Background: an optimization exercise with open tools, aiming at small area. Do not read the settings as production practice.
The RTL was checked by simulation tests, not by an equivalence proof against the original design.
Power is estimated from default activity; no workload was simulated.

$ cat design/flow/config.mk
export PLATFORM = sky130hd
export DESIGN_NAME = monkey_block
export DESIGN_NICKNAME = monkey_block
export VERILOG_FILES = /design/flow/design.v
export SDC_FILE = /design/flow/constraint.sdc
export NUM_CORES = 4
export LEC_CHECK = 0
export CAP_MARGIN = 20
export CORE_MARGIN = 2
export CORE_UTILIZATION = 40
export SLEW_MARGIN = 20
$ cat design/flow/constraint.sdc
create_clock -name core_clock -period 8.0 [get_ports {clk}]
set_input_delay 1.6000 -clock core_clock [delete_from_list [all_inputs] [get_ports {clk}]]
set_output_delay 1.6000 -clock core_clock [all_outputs]
set_load 0.01 [all_outputs]
$ cat design/flow/design.v
module	monkey_moveCollision	(	
					input	logic	clk,
					input	logic	resetN,
					input	logic	startOfFrame,   
					input	logic	Y_up, 
					input	logic	Y_down,
					input	logic	X_right, 	
					input	logic	X_left,
					input logic collision_f_floor,
					input logic collision_f_ropes, 
					input logic collision_f_fruits,
					input logic collision_f_target,
					input logic collision_f_enemy,
					input logic collision_f_rope,
					input logic SingleHit_floor,
					input logic SingleHit_ropes,
					input logic SingleHit_fruits,
					input logic SingleHit_target,
					input logic SingleHit_enemy,
					input logic [3:0] HitEdgeCode,
					input logic [10:0] ropePixelX,
					input logic [10:0] ropePixelY,
					output	 logic signed 	[10:0]	topLeftX,  
					output	 logic signed	[10:0]	topLeftY   
);
parameter int INITIAL_X = 32;
parameter int INITIAL_Y = 400; 
parameter int INITIAL_X_SPEED = 0;
parameter int INITIAL_Y_SPEED = 0;
parameter int MAX_Y_SPEED = 230;
parameter int MAX_SPEED_X = 230;
const int  Y_ACCEL = -8;
const int  X_ACCEL = 200;
const int  Y_MOVE = 250;
const int  Y_MOVE_DOWN = 200;
const int  X_MOVE = 100; 
const int	FIXED_POINT_MULTIPLIER	=	64;
const int	x_FRAME_SIZE	=	575 * FIXED_POINT_MULTIPLIER;  
const int	y_FRAME_SIZE	=	479 * FIXED_POINT_MULTIPLIER;
const int	bracketOffset =	30;
const int   OBJECT_WIDTH_X = 64;
int Xspeed, topLeftX_FixedPoint;  
int Yspeed, topLeftY_FixedPoint;
always_ff@(posedge clk or negedge resetN)
begin
	if(!resetN) begin 
		Yspeed	<= INITIAL_Y_SPEED;
		topLeftY_FixedPoint	<= INITIAL_Y * FIXED_POINT_MULTIPLIER;
	end 
	else begin
		if(SingleHit_floor) begin
			if (HitEdgeCode [2] == 1 && Yspeed < 0)   
					Yspeed <= -Yspeed; 	
				else if (HitEdgeCode [0] == 1 && Yspeed > 0 && Y_down != 1) 
					Yspeed <= 0;
		end
		if (topLeftY_FixedPoint > INITIAL_Y * FIXED_POINT_MULTIPLIER) begin
			topLeftY_FixedPoint <= INITIAL_Y * FIXED_POINT_MULTIPLIER;
			Yspeed <= 0;
		end
		if (startOfFrame == 1'b1) begin 
			topLeftY_FixedPoint  <= topLeftY_FixedPoint + Yspeed;  
			if(topLeftY_FixedPoint < INITIAL_Y * FIXED_POINT_MULTIPLIER) begin
				if(collision_f_ropes == 1'b0 && collision_f_rope == 1'b0) begin
					if(Yspeed == Y_ACCEL)
						Yspeed <= Yspeed  - Y_ACCEL - 1 ;
					else
						Yspeed <= Yspeed  - Y_ACCEL ;
				end
				else
					Yspeed <= (Y_down && !Yspeed) ? (Yspeed + Y_MOVE_DOWN) : 0;
			end
			if (Y_up && !Yspeed) 
					Yspeed <= Yspeed - Y_MOVE  ;
			if (Y_down && !Yspeed && (topLeftY_FixedPoint > INITIAL_Y*FIXED_POINT_MULTIPLIER))
					Yspeed <= Yspeed + Y_MOVE  ;
			if (collision_f_enemy ||collision_f_target) begin
				topLeftY_FixedPoint	<= INITIAL_Y * FIXED_POINT_MULTIPLIER;
			end
		end
	end
end 
always_ff@(posedge clk or negedge resetN)
begin
	if(!resetN)
	begin
		Xspeed	<= INITIAL_X_SPEED;
		topLeftX_FixedPoint	<= INITIAL_X * FIXED_POINT_MULTIPLIER;
	end
	else begin
	if (topLeftX_FixedPoint < 0) begin
		topLeftX_FixedPoint <= 0;
		Xspeed <= 0;
	end
	if (topLeftX_FixedPoint > x_FRAME_SIZE) begin
		topLeftX_FixedPoint <= x_FRAME_SIZE;
		Xspeed <= 0;
	end
	if (collision_f_rope && !X_left && !X_right && !ropePixelX[10] && (HitEdgeCode[3] || HitEdgeCode[2] || HitEdgeCode[1]))
					Xspeed <= 20; 
	else if(collision_f_rope && !X_left && !X_right && ropePixelX[10] && (HitEdgeCode[3] || HitEdgeCode[2] || HitEdgeCode[1]))
					Xspeed <= -20; 
	if (startOfFrame == 1'b1 ) begin
	topLeftX_FixedPoint  <= topLeftX_FixedPoint + Xspeed;
	if(Xspeed > 0) begin
		if(Xspeed < X_ACCEL)
			Xspeed <= 0;
		else
			Xspeed <= Xspeed  - X_ACCEL ;	
	end
	if(Xspeed < 0) begin
		if(Xspeed > -X_ACCEL)
			Xspeed <= 0;
		else
			Xspeed <= Xspeed  + X_ACCEL ;	
	end
	if (X_right && Xspeed < MAX_SPEED_X)  
				Xspeed <= Xspeed + X_MOVE; 
	if (X_left && Xspeed > (-MAX_SPEED_X))  
				Xspeed <= Xspeed - X_MOVE; 
	if (collision_f_enemy || collision_f_target)
					topLeftX_FixedPoint	<= INITIAL_X * FIXED_POINT_MULTIPLIER;	
		end  
	end  
end
assign 	topLeftX = topLeftX_FixedPoint / FIXED_POINT_MULTIPLIER ;    
assign 	topLeftY = topLeftY_FixedPoint / FIXED_POINT_MULTIPLIER ;    
endmodule
module	square_object	(	
					input		logic	clk,
					input		logic	resetN,
					input 	logic signed	[10:0] pixelX, 
					input 	logic signed	[10:0] pixelY,
					input 	logic signed	[10:0] topLeftX,  
					input 	logic	signed [10:0] topLeftY,    
					output 	logic	[10:0] offsetX, 
					output 	logic	[10:0] offsetY,
					output	logic	drawingRequest,  
					output	logic	[7:0]	 RGBout  
);
parameter  int OBJECT_WIDTH_X = 64;
parameter  int OBJECT_HEIGHT_Y = 64;
parameter  logic [7:0] OBJECT_COLOR = 8'h5b ; 
localparam logic [7:0] TRANSPARENT_ENCODING = 8'hFF ; 
int rightX ;  
int bottomY ;
logic insideBracket ; 
assign rightX	= (topLeftX + OBJECT_WIDTH_X);
assign bottomY	= (topLeftY + OBJECT_HEIGHT_Y);
assign	insideBracket  = 	 ( (pixelX  >= topLeftX) &&  (pixelX < rightX)  
						   && (pixelY  >= topLeftY) &&  (pixelY < bottomY) )  ;  
always_ff@(posedge clk or negedge resetN)
begin
	if(!resetN) begin
		RGBout			<=	8'b0;
		drawingRequest	<=	1'b0;
	end
	else begin 
	      RGBout <= TRANSPARENT_ENCODING ;  
			drawingRequest <= 1'b0 ; 
			offsetX	<= 0;  
			offsetY	<= 0;  
		if (insideBracket)  
		begin 
			RGBout  <= OBJECT_COLOR ;	 
			drawingRequest <= 1'b1 ;
			offsetX	<= (pixelX - topLeftX);  
			offsetY	<= (pixelY - topLeftY);
		end 
	end
end 
endmodule 
module	monkeyBitMap	(	
					input	logic	clk,
					input	logic	resetN,
					input logic	[10:0] offsetX, 
					input logic	[10:0] offsetY,
					input	logic	InsideRectangle,  
					output	logic	drawingRequest,  
					output	logic	[7:0] RGBout,   
					output	logic	[3:0] HitEdgeCode  
 ) ;
localparam  int OBJECT_NUMBER_OF_Y_BITS = 5;   
localparam  int OBJECT_NUMBER_OF_X_BITS = 6;   
localparam  int OBJECT_HEIGHT_Y = 1 <<  OBJECT_NUMBER_OF_Y_BITS ;
localparam  int OBJECT_WIDTH_X = 1 <<  OBJECT_NUMBER_OF_X_BITS;
localparam  int OBJECT_HEIGHT_Y_DIVIDER = OBJECT_NUMBER_OF_Y_BITS - 2;  
localparam  int OBJECT_WIDTH_X_DIVIDER =  OBJECT_NUMBER_OF_X_BITS - 2;
localparam logic [7:0] TRANSPARENT_ENCODING = 8'h00 ; 
logic [0:OBJECT_HEIGHT_Y-1] [0:OBJECT_WIDTH_X-1] [7:0] object_colors = {
{8'h00,8'h00,8'h00,8'h00,8'h00,8'h00,8'h00,8'h00,8'h00,8'h00,8'h00,8'h00,8'h00,8'h00,8'h00,8'h00,8'h00,8'h00,8'h00,8'h00,8'h00,8'h00,8'h00,8'h00,8'h00,8'h00,8'h00,8'h00,8'h00,8'h00,8'h00,8'h00,8'h00,8'h00,8'h00,8'h00,8'h00,8'h00,8'h00,8'h00,8'h00,8'h00,8'h00,8'h00,8'h00,8'h00,8'h00,8'h00,8'h00,8'h00,8'h00,8'h00,8'h00,8'h00,8'h00,8'h00,8'h00,8'h00,8'h00,8'h00,8'h00,8'h00,8'h00,8'h00},
	{8'h00,8'h00,8'h00,8'h00,8'h00,8'h00,8'h00,8'h00,8'h00,8'h00,8'h00,8'h00,8'h00,8'h00,8'h00,8'h00,8'h00,8'h00,8'h00,8'h00,8'h00,8'h00,8'h00,8'h00,8'h00,8'h00,8'h00,8'h00,8'h00,8'h00,8'h00,8'h00,8'h00,8'h00,8'h00,8'h00,8'h00,8'h00,8'h00,8'h00,8'h00,8'h00,8'h00,8'h00,8'h00,8'h00,8'h00,8'h00,8'h00,8'h00,8'h00,8'h00,8'h00,8'h00,8'h00,8'h00,8'h00,8'h00,8'h00,8'h00,8'h00,8'h00,8'h00,8'h00},
	{8'h00,8'h00,8'h00,8'h00,8'h00,8'h00,8'h00,8'h00,8'h00,8'h00,8'h00,8'h00,8'h00,8'h00,8'h00,8'h00,8'h00,8'h00,8'h00,8'h00,8'h00,8'h00,8'h00,8'h00,8'h00,8'h00,8'h00,8'h00,8'h00,8'h00,8'h00,8'h00,8'h00,8'h00,8'h00,8'h00,8'h00,8'h00,8'h00,8'h00,8'h00,8'h00,8'h00,8'h00,8'h00,8'h00,8'h00,8'h00,8'h00,8'h00,8'h00,8'h00,8'h00,8'h00,8'h00,8'h00,8'h00,8'h00,8'h00,8'h00,8'h00,8'h00,8'h00,8'h00},
	{8'h00,8'h00,8'h00,8'h00,8'h00,8'h00,8'h00,8'h00,8'h00,8'h00,8'h00,8'h00,8'h00,8'h00,8'h00,8'h00,8'h00,8'h00,8'h00,8'h00,8'h00,8'h00,8'h00,8'h00,8'h00,8'h00,8'h00,8'h00,8'h00,8'h00,8'h40,8'h40,8'h00,8'h00,8'h00,8'h00,8'h00,8'h00,8'h00,8'h00,8'h00,8'h00,8'h00,8'h00,8'h00,8'h00,8'h00,8'h00,8'h00,8'h00,8'h00,8'h00,8'h00,8'h00,8'h00,8'h00,8'h00,8'h00,8'h00,8'h00,8'h00,8'h00,8'h00,8'h00},
	{8'h00,8'h00,8'h00,8'h00,8'h00,8'h00,8'h00,8'h00,8'h00,8'h00,8'h00,8'h00,8'h00,8'h00,8'hda,8'h48,8'h00,8'h00,8'h00,8'h00,8'h00,8'h00,8'h00,8'h00,8'h00,8'h00,8'h00,8'h00,8'h00,8'h00,8'h40,8'h40,8'h40,8'h00,8'h00,8'h00,8'h00,8'h00,8'h00,8'h00,8'h00,8'h00,8'h00,8'h00,8'h00,8'h00,8'h00,8'h00,8'h00,8'h00,8'h00,8'h00,8'h00,8'h00,8'h00,8'h00,8'h00,8'h00,8'h00,8'h00,8'h00,8'h00,8'h00,8'h00},
	{8'h00,8'h00,8'h00,8'h00,8'h00,8'h00,8'h00,8'h00,8'h00,8'h00,8'h00,8'h00,8'h00,8'hda,8'hda,8'h88,8'h00,8'h00,8'h00,8'h00,8'h00,8'h00,8'h00,8'h00,8'h00,8'h00,8'h00,8'h00,8'h00,8'h80,8'h80,8'h80,8'h40,8'h40,8'h00,8'h00,8'h00,8'h00,8'h00,8'h00,8'h00,8'h00,8'h00,8'h00,8'h00,8'h00,8'h00,8'h00,8'h00,8'h00,8'h00,8'h00,8'h00,8'h00,8'h00,8'h00,8'h00,8'h00,8'h00,8'h00,8'h00,8'h00,8'h00,8'h00},
	{8'h00,8'h00,8'h00,8'h00,8'h00,8'h00,8'h00,8'h00,8'h00,8'h00,8'h00,8'h00,8'h00,8'h00,8'hda,8'h40,8'h00,8'h00,8'h00,8'h00,8'h00,8'h00,8'h00,8'h00,8'h00,8'h00,8'h00,8'h40,8'h40,8'h80,8'h80,8'h80,8'h40,8'h40,8'h40,8'h00,8'h00,8'h00,8'h00,8'h00,8'h00,8'h00,8'h00,8'h00,8'h00,8'h00,8'h00,8'h00,8'h00,8'h00,8'h00,8'h00,8'h00,8'h00,8'h00,8'h00,8'h00,8'h00,8'h00,8'h00,8'h00,8'h00,8'h00,8'h00},
	{8'h00,8'h00,8'h00,8'h00,8'h00,8'h00,8'h00,8'h00,8'h00,8'h00,8'h00,8'h00,8'h00,8'h00,8'hda,8'h89,8'h00,8'h00,8'h00,8'h00,8'h00,8'h00,8'h00,8'h00,8'h00,8'h00,8'h91,8'h88,8'h40,8'h80,8'h80,8'h40,8'h40,8'h40,8'h40,8'h40,8'h00,8'h00,8'h00,8'h00,8'h00,8'h00,8'h00,8'h00,8'h00,8'h00,8'h00,8'h00,8'h00,8'h00,8'h00,8'h00,8'h00,8'h00,8'h00,8'h00,8'h00,8'h00,8'h00,8'h00,8'h00,8'h00,8'h00,8'h00},
	{8'h00,8'h00,8'h00,8'h00,8'h00,8'h00,8'h00,8'h00,8'h00,8'h00,8'h00,8'h00,8'h00,8'hda,8'hda,8'hd1,8'h40,8'h00,8'h00,8'h00,8'h00,8'h00,8'h00,8'h00,8'h00,8'h00,8'h40,8'hd1,8'hda,8'hda,8'h88,8'h80,8'h40,8'hd1,8'hd1,8'h89,8'h00,8'h00,8'h00,8'h00,8'h00,8'h00,8'h00,8'h00,8'h00,8'h00,8'h00,8'h00,8'h00,8'h00,8'h00,8'h00,8'h00,8'h00,8'h00,8'h00,8'h00,8'h00,8'h00,8'h00,8'h00,8'h00,8'h00,8'h00},
	{8'h00,8'h00,8'h00,8'h00,8'h00,8'h00,8'h00,8'h00,8'h00,8'h00,8'h00,8'hd2,8'hd1,8'hd1,8'hd1,8'hd1,8'h89,8'h00,8'h00,8'h00,8'h00,8'h00,8'h00,8'h00,8'h00,8'hd1,8'h40,8'hda,8'hd1,8'hda,8'hda,8'hda,8'hda,8'hd1,8'h48,8'h00,8'h48,8'h00,8'h00,8'h00,8'h00,8'h00,8'h00,8'h40,8'h00,8'h00,8'h00,8'h00,8'h00,8'h00,8'h00,8'h00,8'h00,8'h00,8'h00,8'h00,8'h00,8'h00,8'h00,8'h00,8'h00,8'h00,8'h00,8'h00},
	{8'h00,8'h00,8'h00,8'h00,8'h00,8'h00,8'h00,8'h00,8'h00,8'h00,8'hd9,8'hda,8'hda,8'hda,8'hd1,8'hd1,8'h89,8'h00,8'h00,8'h00,8'h00,8'h00,8'h00,8'h00,8'h00,8'hda,8'h80,8'hda,8'h40,8'hdb,8'hd2,8'h40,8'hdb,8'hdb,8'h00,8'h48,8'h00,8'h48,8'h91,8'h00,8'h80,8'h80,8'h80,8'h40,8'h40,8'h00,8'h00,8'h00,8'h00,8'h00,8'h00,8'h00,8'h00,8'h00,8'h00,8'h00,8'h00,8'h00,8'h00,8'h00,8'h00,8'h00,8'h00,8'h00},
	{8'h00,8'h00,8'h00,8'h00,8'h00,8'h00,8'h00,8'h00,8'h00,8'h00,8'hd2,8'hd1,8'h40,8'h40,8'h40,8'h48,8'h00,8'h00,8'h00,8'h00,8'h00,8'h00,8'h00,8'h00,8'h40,8'hda,8'hd1,8'h40,8'h89,8'hd2,8'hd1,8'hd1,8'h91,8'h91,8'h00,8'h48,8'h00,8'hda,8'h00,8'h80,8'h80,8'h80,8'h40,8'h40,8'h40,8'h40,8'h00,8'h00,8'h00,8'h00,8'h00,8'h00,8'h00,8'h00,8'h00,8'h00,8'h00,8'h00,8'h00,8'h00,8'h00,8'h00,8'h00,8'h00},
	{8'h00,8'h00,8'h00,8'h00,8'h00,8'h00,8'h00,8'h00,8'h00,8'h00,8'hd2,8'hda,8'hda,8'hda,8'hd1,8'h91,8'h89,8'h00,8'h00,8'h40,8'h00,8'h00,8'h00,8'h40,8'h80,8'h80,8'h88,8'hd1,8'hda,8'hda,8'h48,8'hda,8'h89,8'hd1,8'hd1,8'h89,8'h40,8'h88,8'h00,8'h80,8'h80,8'h80,8'h80,8'h80,8'h40,8'h40,8'h00,8'h00,8'h00,8'h00,8'h00,8'h00,8'h00,8'h00,8'h00,8'h00,8'h00,8'h00,8'h00,8'h00,8'h00,8'h00,8'h00,8'h00},
	{8'h00,8'h00,8'h00,8'h00,8'h00,8'h00,8'h00,8'h00,8'h00,8'h00,8'hd1,8'hd1,8'hd1,8'h89,8'h40,8'h48,8'h48,8'h00,8'h00,8'h40,8'h40,8'h00,8'h00,8'h00,8'h80,8'hd1,8'hd1,8'hda,8'hda,8'hda,8'hda,8'hda,8'hda,8'hd1,8'hd1,8'h91,8'h89,8'h00,8'h00,8'h40,8'h80,8'h80,8'h80,8'h40,8'h40,8'h40,8'h00,8'h00,8'h00,8'h00,8'h00,8'h00,8'h00,8'h00,8'h00,8'h00,8'h00,8'h00,8'h00,8'h00,8'h00,8'h00,8'h00,8'h00},
	{8'h00,8'h00,8'h00,8'h00,8'h00,8'h00,8'h00,8'h00,8'h00,8'h00,8'h91,8'hda,8'hda,8'hda,8'hd1,8'h89,8'h48,8'h00,8'h40,8'h40,8'h40,8'h40,8'h40,8'h00,8'h80,8'h89,8'hd1,8'hd9,8'hda,8'hda,8'hd9,8'hd1,8'hd1,8'hd1,8'h89,8'h89,8'h48,8'h00,8'h00,8'h40,8'h80,8'h80,8'h80,8'h80,8'h40,8'h40,8'h40,8'h00,8'h00,8'h00,8'h00,8'h00,8'h00,8'h00,8'h00,8'h00,8'h00,8'h00,8'h00,8'h00,8'h00,8'h00,8'h00,8'h00},
	{8'h00,8'h00,8'h00,8'h00,8'h00,8'h00,8'h00,8'h00,8'h00,8'h00,8'hd2,8'hda,8'hd1,8'h91,8'h40,8'h48,8'h00,8'h00,8'h00,8'h40,8'h40,8'h40,8'h40,8'h00,8'h40,8'h89,8'h91,8'hdb,8'h92,8'hdb,8'hdb,8'h92,8'h92,8'h49,8'h00,8'h00,8'h00,8'h00,8'h00,8'h40,8'h80,8'h80,8'h80,8'h80,8'h40,8'h40,8'h40,8'h00,8'h00,8'h00,8'h00,8'h00,8'h00,8'h00,8'h00,8'h00,8'h00,8'h00,8'h00,8'h00,8'h00,8'h00,8'h00,8'h00},
	{8'h00,8'h00,8'h00,8'h00,8'h00,8'h00,8'h00,8'h00,8'h00,8'h00,8'h00,8'h89,8'hd1,8'h91,8'h48,8'h00,8'h00,8'h00,8'h40,8'h40,8'h00,8'h00,8'h00,8'h00,8'h40,8'h40,8'h88,8'hda,8'hda,8'h91,8'hdb,8'h89,8'hdb,8'h92,8'h91,8'h48,8'h00,8'h00,8'h40,8'h40,8'h40,8'h80,8'h80,8'h80,8'h80,8'h40,8'h40,8'h00,8'h00,8'h00,8'h00,8'h00,8'h00,8'h00,8'h00,8'h00,8'h00,8'h00,8'h00,8'h00,8'h00,8'h00,8'h00,8'h00},
	{8'h00,8'h00,8'h00,8'h00,8'h00,8'h00,8'h00,8'h00,8'h00,8'h00,8'h00,8'h00,8'h00,8'h00,8'h00,8'h00,8'h00,8'h00,8'h00,8'h00,8'h00,8'h00,8'h00,8'h00,8'h00,8'h00,8'h00,8'h89,8'h88,8'h40,8'h00,8'h40,8'h00,8'h00,8'h00,8'h00,8'h00,8'h40,8'h40,8'h00,8'h40,8'h80,8'h80,8'h88,8'h40,8'h40,8'h40,8'h00,8'h00,8'h00,8'h00,8'h00,8'h00,8'h00,8'h00,8'h00,8'h00,8'h00,8'h00,8'h00,8'h00,8'h00,8'h00,8'h00},
	{8'h00,8'h00,8'h00,8'h00,8'h00,8'h00,8'h00,8'h00,8'h00,8'h00,8'h00,8'h00,8'h00,8'h00,8'h00,8'h00,8'h00,8'h00,8'h49,8'h00,8'h00,8'h00,8'h00,8'h00,8'h00,8'h00,8'h00,8'h88,8'h00,8'h00,8'h00,8'h00,8'h00,8'h00,8'h00,8'h00,8'h40,8'h40,8'h40,8'h40,8'h80,8'h80,8'h80,8'h80,8'h40,8'h40,8'h40,8'h00,8'h00,8'h00,8'h00,8'h00,8'h00,8'h00,8'h00,8'h00,8'h00,8'h00,8'h00,8'h00,8'h00,8'h00,8'h00,8'h00},
	{8'h00,8'h00,8'h00,8'h00,8'h00,8'h00,8'h00,8'h00,8'h00,8'h00,8'h00,8'h00,8'h00,8'h00,8'h00,8'h00,8'h00,8'h00,8'h00,8'h00,8'h00,8'h00,8'h00,8'h00,8'h00,8'h00,8'h00,8'h00,8'h48,8'h89,8'h88,8'h80,8'h40,8'h00,8'h00,8'h00,8'h00,8'h00,8'h40,8'h40,8'h80,8'h80,8'h80,8'h80,8'h40,8'h40,8'h40,8'h00,8'h00,8'h00,8'h00,8'h00,8'h00,8'h00,8'h00,8'h00,8'h00,8'h00,8'h00,8'h00,8'h00,8'h00,8'h00,8'h00},
	{8'h00,8'h00,8'h00,8'h00,8'h00,8'h00,8'h00,8'h00,8'h00,8'h00,8'h00,8'h00,8'h00,8'h00,8'h00,8'h00,8'h00,8'h00,8'h00,8'h00,8'h00,8'h00,8'h00,8'h00,8'h00,8'h00,8'h00,8'h00,8'h00,8'h49,8'hc0,8'hc0,8'hc0,8'h00,8'h00,8'h00,8'h00,8'h00,8'h40,8'h80,8'h80,8'h80,8'h80,8'h80,8'h40,8'h40,8'h00,8'h00,8'h00,8'h00,8'h00,8'h00,8'h00,8'h00,8'h00,8'h00,8'h00,8'h00,8'h00,8'h00,8'h00,8'h00,8'h00,8'h00},
	{8'h00,8'h00,8'h00,8'h00,8'h00,8'h00,8'h00,8'h00,8'h00,8'h00,8'h00,8'h00,8'h00,8'h00,8'h00,8'h00,8'h00,8'h00,8'h00,8'h00,8'h00,8'h00,8'h00,8'h00,8'h00,8'h00,8'h00,8'h00,8'h89,8'hc0,8'hc0,8'hc0,8'h40,8'h00,8'h00,8'h00,8'h00,8'h00,8'h40,8'h80,8'h80,8'h80,8'h80,8'h40,8'h40,8'h40,8'h00,8'h00,8'h40,8'h40,8'h40,8'h00,8'h00,8'h00,8'h00,8'h00,8'h00,8'h00,8'h00,8'h00,8'h00,8'h00,8'h00,8'h00},
	{8'h00,8'h00,8'h00,8'h00,8'h00,8'h00,8'h00,8'h00,8'h00,8'h00,8'h00,8'h00,8'h00,8'h00,8'h00,8'h00,8'h00,8'h00,8'h00,8'h00,8'h00,8'h00,8'h00,8'h00,8'h00,8'h00,8'h00,8'hd0,8'hd8,8'hd0,8'hc0,8'hc0,8'h00,8'h00,8'h00,8'h00,8'h00,8'h00,8'h80,8'h80,8'h80,8'h80,8'h80,8'h40,8'h40,8'h40,8'h00,8'h00,8'h40,8'h80,8'h40,8'h40,8'h00,8'h00,8'h00,8'h00,8'h00,8'h00,8'h00,8'h00,8'h00,8'h00,8'h00,8'h00},
	{8'h00,8'h00,8'h00,8'h00,8'h00,8'h00,8'h00,8'h00,8'h00,8'h00,8'h00,8'h00,8'h00,8'h00,8'h00,8'h00,8'h00,8'h00,8'h00,8'h00,8'h00,8'h00,8'h00,8'h00,8'h00,8'hc0,8'hd0,8'hd0,8'hd8,8'hd8,8'hc8,8'hd9,8'h00,8'h00,8'h00,8'h00,8'h00,8'h00,8'h80,8'h80,8'h80,8'h80,8'h40,8'h40,8'h40,8'h40,8'h00,8'h40,8'h80,8'h80,8'h40,8'h40,8'h40,8'h00,8'h00,8'h00,8'h00,8'h00,8'h00,8'h00,8'h00,8'h00,8'h00,8'h00},
	{8'h00,8'h00,8'h00,8'h00,8'h00,8'h00,8'h00,8'h00,8'h00,8'h00,8'h00,8'h00,8'h00,8'h00,8'h00,8'h00,8'h00,8'h00,8'h00,8'h00,8'h00,8'h00,8'h00,8'h00,8'h00,8'hd0,8'hc8,8'hc8,8'hd8,8'h88,8'hd1,8'h00,8'h00,8'h00,8'h00,8'h00,8'h00,8'h00,8'h40,8'h80,8'h80,8'h80,8'h40,8'h40,8'h40,8'h00,8'h00,8'h40,8'h80,8'h80,8'h40,8'h40,8'h00,8'h00,8'h00,8'h00,8'h00,8'h00,8'h00,8'h00,8'h00,8'h00,8'h00,8'h00},
	{8'h00,8'h00,8'h00,8'h00,8'h00,8'h00,8'h00,8'h00,8'h00,8'h00,8'h00,8'h00,8'h00,8'h00,8'h00,8'h00,8'h00,8'h00,8'h00,8'h00,8'h00,8'h00,8'h00,8'h00,8'h00,8'hc0,8'hc0,8'hd0,8'hd8,8'hc0,8'h00,8'h00,8'h00,8'h00,8'h00,8'h00,8'h00,8'h00,8'h89,8'hda,8'hda,8'hda,8'h88,8'h40,8'h00,8'h00,8'h00,8'h40,8'h80,8'h40,8'h40,8'h00,8'h00,8'h00,8'h00,8'h00,8'h00,8'h00,8'h00,8'h00,8'h00,8'h00,8'h00,8'h00},
	{8'h00,8'h00,8'h00,8'h00,8'h00,8'h00,8'h00,8'h00,8'h00,8'h00,8'h00,8'h00,8'h00,8'h00,8'h00,8'h00,8'h00,8'h00,8'h00,8'h00,8'h00,8'h00,8'h00,8'h00,8'h00,8'h89,8'h80,8'h00,8'h00,8'hd2,8'hd1,8'h91,8'h88,8'h48,8'h48,8'h88,8'h48,8'h00,8'hd2,8'hda,8'hda,8'hda,8'hda,8'hd1,8'hd1,8'h00,8'h00,8'h00,8'h00,8'h00,8'h00,8'h00,8'h00,8'h00,8'h00,8'h00,8'h00,8'h00,8'h00,8'h00,8'h00,8'h00,8'h00,8'h00},
	{8'h00,8'h00,8'h00,8'h00,8'h00,8'h00,8'h00,8'h00,8'h00,8'h00,8'h00,8'h00,8'h00,8'h00,8'h00,8'h00,8'h00,8'h00,8'h00,8'h00,8'h00,8'h00,8'h00,8'h00,8'h00,8'h00,8'h00,8'h00,8'h89,8'hda,8'hd1,8'hda,8'hd1,8'hd1,8'hd1,8'h89,8'hda,8'h48,8'hd9,8'hda,8'hda,8'hda,8'hda,8'hda,8'hd1,8'h48,8'h48,8'h88,8'hd1,8'hd1,8'h91,8'h91,8'h91,8'h89,8'h00,8'h00,8'h00,8'h00,8'h00,8'h00,8'h00,8'h00,8'h00,8'h00},
	{8'h00,8'h00,8'h00,8'h00,8'h00,8'h00,8'h00,8'h00,8'h00,8'h00,8'h00,8'h00,8'h00,8'h00,8'h00,8'h00,8'h00,8'h00,8'h00,8'h00,8'h00,8'h00,8'h00,8'h00,8'h00,8'h00,8'h00,8'h00,8'h00,8'h89,8'hda,8'hd1,8'h89,8'hd1,8'h48,8'h91,8'hda,8'h88,8'hd9,8'hd9,8'hd9,8'hda,8'hda,8'hda,8'hda,8'h88,8'h00,8'h48,8'hd1,8'hd9,8'hda,8'hd1,8'hda,8'hd9,8'hda,8'hd1,8'h00,8'h00,8'h00,8'h00,8'h00,8'h00,8'h00,8'h00},
	{8'h00,8'h00,8'h00,8'h00,8'h00,8'h00,8'h00,8'h00,8'h00,8'h00,8'h00,8'h00,8'h00,8'h00,8'h00,8'h00,8'h00,8'h00,8'h00,8'h00,8'h00,8'h00,8'h00,8'h00,8'h00,8'h00,8'h00,8'h00,8'h00,8'h00,8'h00,8'h00,8'h00,8'h00,8'h00,8'h00,8'h00,8'h00,8'hd9,8'hd9,8'hd1,8'hda,8'hd1,8'hda,8'hd9,8'h88,8'h48,8'h00,8'hd1,8'hd1,8'hd1,8'hda,8'h91,8'hd1,8'h48,8'h00,8'h00,8'h00,8'h00,8'h00,8'h00,8'h00,8'h00,8'h00},
	{8'h00,8'h00,8'h00,8'h00,8'h00,8'h00,8'h00,8'h00,8'h00,8'h00,8'h00,8'h00,8'h00,8'h00,8'h00,8'h00,8'h00,8'h00,8'h00,8'h00,8'h00,8'h00,8'h00,8'h00,8'h00,8'h00,8'h00,8'h00,8'h00,8'h00,8'h00,8'h00,8'h00,8'h00,8'h00,8'h00,8'h00,8'h00,8'hd1,8'hd1,8'hd9,8'hda,8'hd1,8'hda,8'hd1,8'h89,8'h48,8'h00,8'h00,8'h00,8'h00,8'h00,8'h00,8'h00,8'h00,8'h00,8'h00,8'h00,8'h00,8'h00,8'h00,8'h00,8'h00,8'h00},
	{8'h00,8'h00,8'h00,8'h00,8'h00,8'h00,8'h00,8'h00,8'h00,8'h00,8'h00,8'h00,8'h00,8'h00,8'h00,8'h00,8'h00,8'h00,8'h00,8'h00,8'h00,8'h00,8'h00,8'h00,8'h00,8'h00,8'h00,8'h00,8'h00,8'h00,8'h00,8'h00,8'h00,8'h00,8'h00,8'h00,8'h00,8'h00,8'h00,8'h00,8'h00,8'h00,8'h00,8'h00,8'h89,8'h48,8'h00,8'h00,8'h00,8'h00,8'h00,8'h00,8'h00,8'h00,8'h00,8'h00,8'h00,8'h00,8'h00,8'h00,8'h00,8'h00,8'h00,8'h00}};
 logic [0:3] [0:3] [3:0] hit_colors = 
		   {16'hC446,     
			16'h8C62,    
			16'h8932, 
			16'h9113};
always_ff@(posedge clk or negedge resetN)
begin
	if(!resetN) begin
		RGBout <=	8'h00;
		HitEdgeCode <= 4'h0;
	end
	else begin
		RGBout <= TRANSPARENT_ENCODING ;  
		HitEdgeCode <= 4'h0;
		if (InsideRectangle == 1'b1 ) 
		begin  
			HitEdgeCode <= hit_colors[offsetY >> OBJECT_HEIGHT_Y_DIVIDER][offsetX >> OBJECT_WIDTH_X_DIVIDER];	 
			RGBout <= object_colors[offsetY][offsetX];
		end  	
	end
end
assign drawingRequest = (RGBout != TRANSPARENT_ENCODING ) ? 1'b1 : 1'b0 ;  
endmodule
module monkey_block (
	input  logic        clk,
	input  logic        resetN,
	input  logic        startOfFrame,
	input  logic [10:0] pixelX,
	input  logic [10:0] pixelY,
	input  logic        Y_up,
	input  logic        Y_down,
	input  logic        X_right,
	input  logic        X_left,
	input  logic        floor_collision,
	input  logic        floor_singleHit,
	input  logic        ropes_collision,
	input  logic        ropes_singleHit,
	input  logic        fruits_collision,
	input  logic        fruits_singleHit,
	input  logic        target_collision,
	input  logic        target_singleHit,
	input  logic        enemy_collision,
	input  logic        enemy_singleHit,
	input  logic        rope_collision,
	input  logic [10:0] ropePixelX,
	input  logic [10:0] ropePixelY,
	output logic [7:0]  monkeyRGB,
	output logic        monkeyDR,
	output logic [10:0] monkeyTLX,
	output logic [10:0] monkeyTLY,
	output logic [3:0]  HitEdgeCode
);
	logic [10:0] offsetX, offsetY;
	logic        insideRect;
	logic [7:0]  squareRGB;
	monkey_moveCollision inst (
		.clk(clk), .resetN(resetN), .startOfFrame(startOfFrame),
		.Y_up(Y_up), .Y_down(Y_down), .X_right(X_right), .X_left(X_left),
		.collision_f_floor(floor_collision),
		.collision_f_ropes(ropes_collision),
		.collision_f_fruits(fruits_collision),
		.collision_f_target(target_collision),
		.collision_f_enemy(enemy_collision),
		.collision_f_rope(rope_collision),
		.SingleHit_floor(floor_singleHit),
		.SingleHit_ropes(ropes_singleHit),
		.SingleHit_fruits(fruits_singleHit),
		.SingleHit_target(target_singleHit),
		.SingleHit_enemy(enemy_singleHit),
		.HitEdgeCode(HitEdgeCode),
		.ropePixelX(ropePixelX), .ropePixelY(ropePixelY),
		.topLeftX(monkeyTLX), .topLeftY(monkeyTLY)
	);
	square_object #(.OBJECT_WIDTH_X(60), .OBJECT_HEIGHT_Y(32), .OBJECT_COLOR(8'h00)) inst6 (
		.clk(clk), .resetN(resetN),
		.pixelX(pixelX), .pixelY(pixelY),
		.topLeftX(monkeyTLX), .topLeftY(monkeyTLY),
		.offsetX(offsetX), .offsetY(offsetY),
		.drawingRequest(insideRect), .RGBout(squareRGB)
	);
	monkeyBitMap inst3 (
		.clk(clk), .resetN(resetN),
		.offsetX(offsetX), .offsetY(offsetY),
		.InsideRectangle(insideRect),
		.drawingRequest(monkeyDR), .RGBout(monkeyRGB),
		.HitEdgeCode(HitEdgeCode)
	);
endmodule
$ cat design/flow/run.sh
#!/bin/bash
# synth_recipe.tcl (not shown) runs the flow's synth.tcl, then flattens the netlist and writes it again
# the make line also repeats each setting of config.mk as NAME=value (left out here)
make -C /OpenROAD-flow-scripts/flow DESIGN_CONFIG=/design/flow/config.mk WORK_HOME=/design/flow/orfs CLKGATE_MAP_FILE= SYNTH_SCRIPT=/design/flow/synth_recipe.tcl finish
==> results.txt <==
Pwr
The fraction of power spent switching nets is 55.9%. The clock network is responsible for 13.4% of the overall power. The analysis attributes to net switching a power of 0.00358 W. Summed over all cells, the static leakage comes to 8.60 nW. In this run, the combinational gates consume 64.2% of the power. The maximum resistive drop on vdd is 0.271 mV. Of the total power, registers draw 22.3%. The internal power of the cells totals 0.00282 W. The power per cell area is 292 nW/µm².

Clock tree
Hold repair after CTS inserted 0 buffers. The clock tree synthesis step divided the H-tree into 4 levels. The later pin in the worst-skew pair is clocked with a latency of 500 ps.

The clock passes through at most 2 buffers. Post-CTS repair changed the size of 0 cells. Clock-pin slew was measured on the worst setup and hold paths at 80 ps. The clock net in this run drives a total of 157 sinks. The number of clock buffers inserted by TritonCTS is 17. The clock root buffer master is sky130_fd_sc_hd__clkbuf_16. TritonCTS built the clock tree. The number of setup buffers added after CTS is 0.

Critical path
Of all nets on the critical path, the largest fanout is 35. The setup path with the least slack is of type reg -> reg. The data arrival time of the worst path is 6170 ps.

The kind of capture point of the worst setup path is a flip-flop. The startpoint type of the worst setup path is a flip-flop. For the worst setup path, the data required time is 8310 ps.

Yosys
The total standard cell area after synthesis is 20100 µm². The number of enable-type register cells in the synthesized netlist is 18. The fraction of registers with async set or reset after synthesis is 88.5%. The sequential cell area fraction in the yosys report is 20.0%. The number of instances in the synthesized netlist is 2866.

Dividing the synthesized area by the synthesized cell count gives 7.01 µm². Yosys mapped the design onto 91 distinct sky130hd cell types. The number of warning messages in the yosys log is 3. The predominant post-synthesis flop cell is sky130_fd_sc_hd__dfrtp_1. Summed over all instances, the cell type with the most area after synthesis is sky130_fd_sc_hd__dfrtp_1. In the post-synthesis netlist, the biggest area contributors are sky130_fd_sc_hd__dfrtp_1, sky130_fd_sc_hd__ha_1, sky130_fd_sc_hd__a21oi_1. The area share of the largest cell type after synthesis is 16.8%. The register bit total from synthesis is 157.

Route
The number of design-rule violations left by the first detailed-router iteration is 2914. In the routed layout, each cell is associated on average with a via count of 6.70. The first-pass iteration count of the detailed router is 7.

The routed design has 91.2 mm of wire. The post-detailed-route wirelength per cell is 26.1 µm. Once detail routing completed, the nets flagged for antenna violations numbered 0. For this run, design rule violations remaining after detail routing come to 0. The routed layout has 23400 vias.

Timing
The minimum clock period is 5870 ps. The setup total negative slack is 0 ps. The number of endpoints with negative hold slack in the final report is 0. The final count of pins violating max slew came to 0. The worst pin sits at a relative slew slack of 19.2%.

The clock skew after layout is 18.1 ps. The tightest hold path in the finished design has a slack of 511 ps. Setup repair after global routing left no endpoint under its margin.

The setup violation total in the final timing report is 0. At the pin with the least slew margin, the transition time is 1210 ps. The highest achievable clock rate is 170 MHz. The fraction of the cycle the final worst path needs is 73.3%.

Die
The floorplan has 82 rows. The number of ports placed on the die boundary is 97. The height of the die is 228 µm. The horizontal die dimension is 228 µm.

The die covers 52000 µm². The core box area is 49900 µm². The effective utilization at floorplan is 40.3%.

Global routing
The number of antenna violations at the first check in global routing was 2. The met2 track utilization from global routing is 52.2%. met2 is the most crowded layer. Entering global routing, the biggest net connects 62 pins. The via count of the first global-routing pass was 22600.

The met3 layer usage reported by global route is 8.61%. The routing usage on met1 is 46.7%. The first global-routing pass estimated 140 mm of wire. Global routing consumed, over all layers together, 34.5% of the routing resources. After global routing the overflow that remains totals 0.

Run status
The run finished with no timing, DRC or antenna violations.

Placement
The routability congestion estimate is 1.05. Detailed placement finished with a half-perimeter wire length of 64.6 mm. The count of buffers added on input and output ports is 67.

The instance count after placement with tap cells included is 3457.

Layout
The layout has 5156 filler cells. The final-stage net count is 3004. Relative to the synthesized area, the layout overhead comes to 8.97%. The post-route netlist has 4.97% of its cells at a drive strength greater than 1. Leaving out filler cells and counting taps, the final layout contains 3490.

Job
The max-cap violation count is 0.

Hold path
The tightest min-delay check is of the reg -> reg type.
==> critical path, cell delays in order, from the launching register on <==
cell	delay (ps)
sky130_fd_sc_hd__edfxtp_1	450
sky130_fd_sc_hd__inv_1	70
sky130_fd_sc_hd__ha_1	230
sky130_fd_sc_hd__xnor2_1	250
sky130_fd_sc_hd__ha_1	350
sky130_fd_sc_hd__a211oi_1	440
sky130_fd_sc_hd__o21bai_1	150
sky130_fd_sc_hd__a21oi_1	350
sky130_fd_sc_hd__xnor2_2	130
sky130_fd_sc_hd__buf_4	300
sky130_fd_sc_hd__nand2_1	650
sky130_fd_sc_hd__nor3_1	220
sky130_fd_sc_hd__o41ai_1	820
sky130_fd_sc_hd__nor2_1	100
sky130_fd_sc_hd__o311ai_0	870
sky130_fd_sc_hd__a311oi_1	250
==> flip-flops by register name, indices dropped and copies added (netlist names) <==
name / cells
inst3.HitEdgeCode: 4
inst6.offsetX: 11
inst.topLeftX_FixedPoint: 32
inst6.offsetY: 7
inst.Xspeed: 32
inst6.drawingRequest: 1
inst3.RGBout: 6
inst.topLeftY_FixedPoint: 32
inst.Yspeed: 32
==> through the flow <==
stage | setup WS, ps | power, W | instance area [µm²] | util (%)
final | 2130 | 0.00639 | 21900 | 43.9
after global routing | 2140 | 0.00680 | 21900 | 43.9
after CTS | 2480 | 0.00628 | 21900 | 43.9
after detailed placement | 2580 | 0.00539 | 21300 | 42.7
after global placement | 2610 | 0.00535 | 21300 | 42.7
after floorplan | 3610 | 0.00410 | 20100 | -
==> layer usage <==
layer	up-vias	wire, µm
met1	11300	38900
met3	271	9370
li1	10500	-
met5	-	16
met4	2	4110
met2	1387	38800
==> synth_stat cells, types with 14 or more instances <==
cell type and n:
sky130_fd_sc_hd__edfxtp_1 18, sky130_fd_sc_hd__nand2b_1 27, sky130_fd_sc_hd__a21oi_1 290, sky130_fd_sc_hd__nand2_1 297, sky130_fd_sc_hd__and2_1 21, sky130_fd_sc_hd__or3_1 25, sky130_fd_sc_hd__nor4_1 39, sky130_fd_sc_hd__buf_2 18
sky130_fd_sc_hd__xnor2_1 104, sky130_fd_sc_hd__nand3_1 94, sky130_fd_sc_hd__a21o_1 38, sky130_fd_sc_hd__a22o_1 14, sky130_fd_sc_hd__a31oi_1 56, sky130_fd_sc_hd__o31ai_1 15, sky130_fd_sc_hd__o21ai_0 250, sky130_fd_sc_hd__a211oi_1 40
sky130_fd_sc_hd__clkbuf_1 170, sky130_fd_sc_hd__o22ai_1 45, sky130_fd_sc_hd__nor2b_1 23, sky130_fd_sc_hd__xor2_1 82, sky130_fd_sc_hd__ha_1 132, sky130_fd_sc_hd__nor3_1 88, sky130_fd_sc_hd__a22oi_1 17, sky130_fd_sc_hd__o21a_1 14
sky130_fd_sc_hd__o211ai_1 25, sky130_fd_sc_hd__dfrtp_1 135, sky130_fd_sc_hd__nor2_1 329, sky130_fd_sc_hd__and3_1 26, sky130_fd_sc_hd__o221ai_1 21, sky130_fd_sc_hd__a2111oi_0 14, sky130_fd_sc_hd__inv_1 82, sky130_fd_sc_hd__a221o_1 15
sky130_fd_sc_hd__buf_1 18, sky130_fd_sc_hd__nand4_1 31, sky130_fd_sc_hd__a221oi_1 18
==> cells by family (layout without fill, tap and decap cells) <==
group,count (synthesis),in the layout,share of synthesized area (%)
multiplexers,1,1,0.0498
AO/OA/AOI/OAI,1022,1022,32.4
other,1,3,0.0187
AND/OR/NAND/NOR,1062,1062,24.7
flip-flops,157,157,20.0
buffers and inverters,299,249,5.83
adder cells (fa/ha/maj),138,138,8.82
XOR/XNOR,186,186,8.11
==> power by group through the flow <==
stage	registers, W	clock network, W	logic, W
CTS	0.00141	0.000883	0.00399
detailed placement	0.00142	0	0.00396
global placement	0.00142	0	0.00393
finish	0.00143	0.000860	0.00410
floorplan	0.00111	0	0.00299
global route	0.00146	0.000907	0.00444
==> final timing paths <==
path / from / cells after the start / slack, ps / to
max: inst6.offsetX[6]$_SDFFCE_PN0P_ / 15 / 2130 / inst3.RGBout[7]$_DFF_PN0_
min: inst.topLeftX_FixedPoint[11]$_DFFE_PN1P_ / 2 / 510 / inst.topLeftX_FixedPoint[11]$_DFFE_PN1P_
max reg2reg: inst6.offsetX[6]$_SDFFCE_PN0P_ / 15 / 2130 / inst3.RGBout[7]$_DFF_PN0_
min reg2reg: inst.topLeftX_FixedPoint[11]$_DFFE_PN1P_ / 2 / 510 / inst.topLeftX_FixedPoint[11]$_DFFE_PN1P_
max in group asynchronous: resetN / 2 / 5720 / inst.topLeftY_FixedPoint[18]$_DFFE_PN0P_
min in group asynchronous: resetN / 1 / 1020 / inst.Xspeed[6]$_DFF_PN0_
==> layout make-up <==
cell class | instances | area (µm²) | area share (%)
inverter | 87 | 327 | 1.49
timing repair buffer | 130 | 1140 | 5.22
clock inverter | 15 | 175 | 0.800
multi-input combinational | 2411 | 15000 | 68.3
tap | 672 | 841 | 3.84
clock buffer | 17 | 425 | 1.94
antenna | 1 | 2.50 | 0.0114
sequential | 157 | 4020 | 18.4
==> cell usage in the layout (no fill, tap or decap), types with 14 or more instances in the layout <==
cell type                           n
sky130_fd_sc_hd__a211oi_1          40
sky130_fd_sc_hd__a21o_1            38
sky130_fd_sc_hd__a21oi_1          290
sky130_fd_sc_hd__a221o_1           15
sky130_fd_sc_hd__a221oi_1          18
sky130_fd_sc_hd__a22o_1            14
sky130_fd_sc_hd__a22oi_1           17
sky130_fd_sc_hd__a31oi_1           56
sky130_fd_sc_hd__and2_1            21
sky130_fd_sc_hd__and3_1            26
sky130_fd_sc_hd__buf_4             62
sky130_fd_sc_hd__clkbuf_16         17
sky130_fd_sc_hd__clkdlybuf4s50_1   65
sky130_fd_sc_hd__dfrtp_1          135
sky130_fd_sc_hd__edfxtp_1          18
sky130_fd_sc_hd__ha_1             132
sky130_fd_sc_hd__inv_1             82
sky130_fd_sc_hd__nand2_1          297
sky130_fd_sc_hd__nand2b_1          27
sky130_fd_sc_hd__nand3_1           94
sky130_fd_sc_hd__nand4_1           31
sky130_fd_sc_hd__nor2_1           326
sky130_fd_sc_hd__nor2b_1           23
sky130_fd_sc_hd__nor3_1            87
sky130_fd_sc_hd__nor4_1            39
sky130_fd_sc_hd__o211ai_1          25
sky130_fd_sc_hd__o21a_1            14
sky130_fd_sc_hd__o21ai_0          250
sky130_fd_sc_hd__o221ai_1          21
sky130_fd_sc_hd__o22ai_1           45
sky130_fd_sc_hd__o31ai_1           15
sky130_fd_sc_hd__or3_1             25
sky130_fd_sc_hd__xnor2_1          101
sky130_fd_sc_hd__xor2_1            82

[what the ideal ports hide]
No port has a modelled driver above. Below, the same layout with a new extraction and two added sets of constraints.
Step 1, drivers: a clkbuf_16 drives clk and a buf_2 each remaining input, both assumed.
Step 2 also shifts input and output timing later by t, the mid clock arrival at the registers, as if the neighbouring blocks saw the same clock.
Three values: no drivers, after step 1, after step 2; two values: the first two.
t (ns): 0.552
setup slack, ns: 2.133 / 2.133 / 2.133
worst setup path after step 2: register to register
After both steps setup and hold are still met in this run. The setup slack of this run moves by 0.000 ns with the drivers and by 0.000 ns with both steps.
